This is an optimization exercise on Yosys and OpenROAD, whose aim is small area, a short achievable clock period and few clock cycles, not a production implementation.

## zinc
==> module single_cycle, before the edit <==
module single_cycle #(
    parameter integer W = 8
) (
    input  wire [W-1:0] x,
    input  wire [W-1:0] y,
    output wire [W:0]   sum
);
  localparam integer L = $clog2(W);
  wire [W*(L+1)-1:0] g;
  wire [W*(L+1)-1:0] p;
  assign g[W-1:0] = x & y;
  assign p[W-1:0] = x ^ y;
  genvar k, i;
  generate
    for (k = 0; k < L; k = k + 1) begin : level
      for (i = 0; i < W; i = i + 1) begin : bit_
        if ((i >> k) & 1) begin : merge
          localparam integer J = ((i >> k) << k) - 1;
          assign g[(k+1)*W + i] = g[k*W + i] | (p[k*W + i] & g[k*W + J]);
          assign p[(k+1)*W + i] = p[k*W + i] & p[k*W + J];
        end else begin : pass
          assign g[(k+1)*W + i] = g[k*W + i];
          assign p[(k+1)*W + i] = p[k*W + i];
        end
      end
    end
  endgenerate
  wire [W:0] c = {g[L*W +: W], 1'b0};
  assign sum = {c[W], p[W-1:0] ^ c[W-1:0]};
endmodule
==> module tinyalu, before the edit <==
module tinyalu (
    input  wire  [7:0] A,
    input  wire  [7:0] B,
    input  wire        clk,
    input  wire  [2:0] op,
    input  wire        reset_n,
    input  wire        start,
    output wire        done,
    output wire [15:0] result
);
  reg [15:0] acc;
  reg [2:0]  rem;      
  reg        done_r;
  wire idle = (rem == 3'd0);
  wire two  = (rem[2] | rem[1]) & ~(acc[1] & acc[0]);
  wire [7:0] x   = !idle ? acc[15:8] : (op[2] ? A & {8{B[0]}} : B);
  wire       mA  = idle ? ~op[2] : acc[0];
  wire       m2A = idle ? (op[2] & B[1]) : (two & acc[1]);
  wire [8:0] y   = ({1'b0, A} & {9{mA}}) | ({A, 1'b0} & {9{m2A}});
  wire [9:0] s;
  single_cycle #(.W(9)) add (.x({1'b0, x}), .y(y), .sum(s));
  always @(posedge clk) begin
    if (!idle)
      acc <= two ? {s, acc[7:2]} : {s[8:0], acc[7:1]};
    else if (op[2])
      acc <= {s, B[7:2]};
    else if (!op[1])
      acc <= {7'h00, s[8:0]};
    else if (op[0])
      acc <= {8'h00, A ^ B};
    else
      acc <= {8'h00, A & B};
  end
  wire [2:0] rem_next = rem - {1'b0, two, ~two};
  always @(posedge clk or negedge reset_n) begin
    if (!reset_n) begin
      rem    <= 3'd0;
      done_r <= 1'b0;
    end else if (!idle) begin
      rem    <= rem_next;
      done_r <= (rem_next == 3'd0);
    end else begin
      rem    <= (start && op[2] && !done_r) ? 3'd6 : 3'd0;
      done_r <= start && !op[2] && (op[1:0] != 2'b00) && !done_r;
    end
  end
  assign done   = done_r;
  assign result = acc;
endmodule
clock: 5.0 ns
lec_check: 0
abc_area: 1
cap_margin: 20
core_margin: 2
core_utilization: 40
place_density: 0.6
setup_slack_margin: 2.0
slew_margin: 20
standard.sh (not shown) runs the stock make flow with config.mk's settings and CLKGATE_MAP_FILE= SYNTH_SCRIPT=/design/flow/synth_recipe.tcl, a recipe that flattens the netlist after the stock synthesis.
==> flow/flow/run.sh <==
#!/bin/bash
# Layout flow: the standard ORFS flow (standard.sh, which runs the
# standard synthesis script) with two changes:
#  - the ports get plain buf_1 buffers instead of the delay cells that
#    buffer_ports picks by default;
#  - the half/full adder cells are added to the platform's don't-use list,
#    so that ABC maps the adders as ordinary gates.
# ORFS's own logs go to orfs/logs/; make's output goes to run_standard.log.
set -euo pipefail
export BUFFER_PORTS_ARGS="-buffer_cell sky130_fd_sc_hd__buf_1"
PLATFORM_DONT_USE="sky130_fd_sc_hd__probe_p_8 sky130_fd_sc_hd__probec_p_8 sky130_fd_sc_hd__lpflow_bleeder_1 sky130_fd_sc_hd__lpflow_clkbufkapwr_1 sky130_fd_sc_hd__lpflow_clkbufkapwr_16 sky130_fd_sc_hd__lpflow_clkbufkapwr_2 sky130_fd_sc_hd__lpflow_clkbufkapwr_4 sky130_fd_sc_hd__lpflow_clkbufkapwr_8 sky130_fd_sc_hd__lpflow_clkinvkapwr_1 sky130_fd_sc_hd__lpflow_clkinvkapwr_16 sky130_fd_sc_hd__lpflow_clkinvkapwr_2 sky130_fd_sc_hd__lpflow_clkinvkapwr_4 sky130_fd_sc_hd__lpflow_clkinvkapwr_8 sky130_fd_sc_hd__lpflow_decapkapwr_12 sky130_fd_sc_hd__lpflow_decapkapwr_3 sky130_fd_sc_hd__lpflow_decapkapwr_4 sky130_fd_sc_hd__lpflow_decapkapwr_6 sky130_fd_sc_hd__lpflow_decapkapwr_8 sky130_fd_sc_hd__lpflow_inputiso0n_1 sky130_fd_sc_hd__lpflow_inputiso0p_1 sky130_fd_sc_hd__lpflow_inputiso1n_1 sky130_fd_sc_hd__lpflow_inputiso1p_1 sky130_fd_sc_hd__lpflow_inputisolatch_1 sky130_fd_sc_hd__lpflow_isobufsrc_1 sky130_fd_sc_hd__lpflow_isobufsrc_16 sky130_fd_sc_hd__lpflow_isobufsrc_2 sky130_fd_sc_hd__lpflow_isobufsrc_4 sky130_fd_sc_hd__lpflow_isobufsrc_8 sky130_fd_sc_hd__lpflow_isobufsrckapwr_16 sky130_fd_sc_hd__lpflow_lsbuf_lh_hl_isowell_tap_1 sky130_fd_sc_hd__lpflow_lsbuf_lh_hl_isowell_tap_2 sky130_fd_sc_hd__lpflow_lsbuf_lh_hl_isowell_tap_4 sky130_fd_sc_hd__lpflow_lsbuf_lh_isowell_4 sky130_fd_sc_hd__lpflow_lsbuf_lh_isowell_tap_1 sky130_fd_sc_hd__lpflow_lsbuf_lh_isowell_tap_2 sky130_fd_sc_hd__lpflow_lsbuf_lh_isowell_tap_4 "
ADDERS="sky130_fd_sc_hd__ha_1 sky130_fd_sc_hd__ha_2 sky130_fd_sc_hd__ha_4 sky130_fd_sc_hd__fa_1 sky130_fd_sc_hd__fa_2 sky130_fd_sc_hd__fa_4"
bash standard.sh "DONT_USE_CELLS=$PLATFORM_DONT_USE $ADDERS" finish > run_standard.log 2>&1
### zinc -> yarrow
==> flow/design.v <==
module tinyalu (
    input  wire  [7:0] A,
    input  wire  [7:0] B,
    input  wire        clk,
    input  wire  [2:0] op,
    input  wire        reset_n,
    input  wire        start,
    output wire        done,
    output wire [15:0] result
);
  reg [15:0] acc;
  reg [1:0]  cnt;      
  reg        done_r;
  wire idle = (cnt == 2'd0);
  wire [7:0] h  = idle ? (op[2] ? 8'h00 : B) : acc[15:8];
  wire [1:0] mb = idle ? (op[2] ? B[1:0] : 2'b01) : acc[1:0];
  wire [9:0] s  = {2'b00, h} + {2'b00, A & {8{mb[0]}}} + {1'b0, A & {8{mb[1]}}, 1'b0};
  wire [5:0] lo = idle ? B[7:2] : acc[7:2];
  always @(posedge clk) begin
    if (!idle || op[2])
      acc <= {s, lo};
    else if (!op[1])
      acc <= {7'h00, s[8:0]};
    else if (op[0])
      acc <= {8'h00, A ^ B};
    else
      acc <= {8'h00, A & B};
  end
  always @(posedge clk or negedge reset_n) begin
    if (!reset_n) begin
      cnt    <= 2'd0;
      done_r <= 1'b0;
    end else if (!idle) begin
      cnt    <= cnt - 2'd1;
      done_r <= (cnt == 2'd1);
    end else begin
      cnt    <= (start && op[2] && !done_r) ? 2'd3 : 2'd0;
      done_r <= start && !op[2] && (op[1:0] != 2'b00) && !done_r;
    end
  end
  assign done   = done_r;
  assign result = acc;
endmodule
--- outcome ---
yarrow reached the end of the flow, and the finished layout is clean on the timing, design-rule and antenna checks.
yarrow: number of fill cells is about 0.8% higher than what zinc reported.
Smallest setup slack after layout was higher in the run labelled zinc.
On hold slack, the higher figure sits with zinc, not yarrow.
Measured against each other, zinc and yarrow differ in xor and xnor area share after synthesis, the lower figure coming from zinc.
Measured against each other, zinc and yarrow differ in synthesized area divided by synthesized cell count, the higher figure coming from zinc.
Looking only at fraction of met2 tracks used by global routing, and setting everything else aside, the higher value of zinc and yarrow goes to yarrow.
Function was not checked in any run of this note: the RTL went through the layout flow alone.

port drivers added, routing unchanged:
The results above use ideal ports. As a check the final layouts listed here were re-extracted and re-timed, cells and wires unchanged.
Step 1, drivers: a clkbuf_16 drives clk and a buf_2 each remaining input, both assumed.
Step 2 moves the port delays by t, midway between the first and last clock arrival at a register: inputs arrive t later, outputs are due t later. That takes back most of the time a late clock gives input paths.
a / b / c = no drivers / after step 1 / after step 2; a / b = the first two.
| run | shift t [ns] | setup WS [ns] | pins driven straight from the clock port |
|---|---|---|---|
| zinc | 0.289 | 2.357 / 2.362 / 2.073 | 1 |
| yarrow | 0.288 | 2.309 / 2.315 / 2.027 | 1 |
After both steps every run listed still meets setup and hold. The setup slack of zinc, which loses most, moves by +0.005 ns with the drivers and by -0.284 ns with both steps.
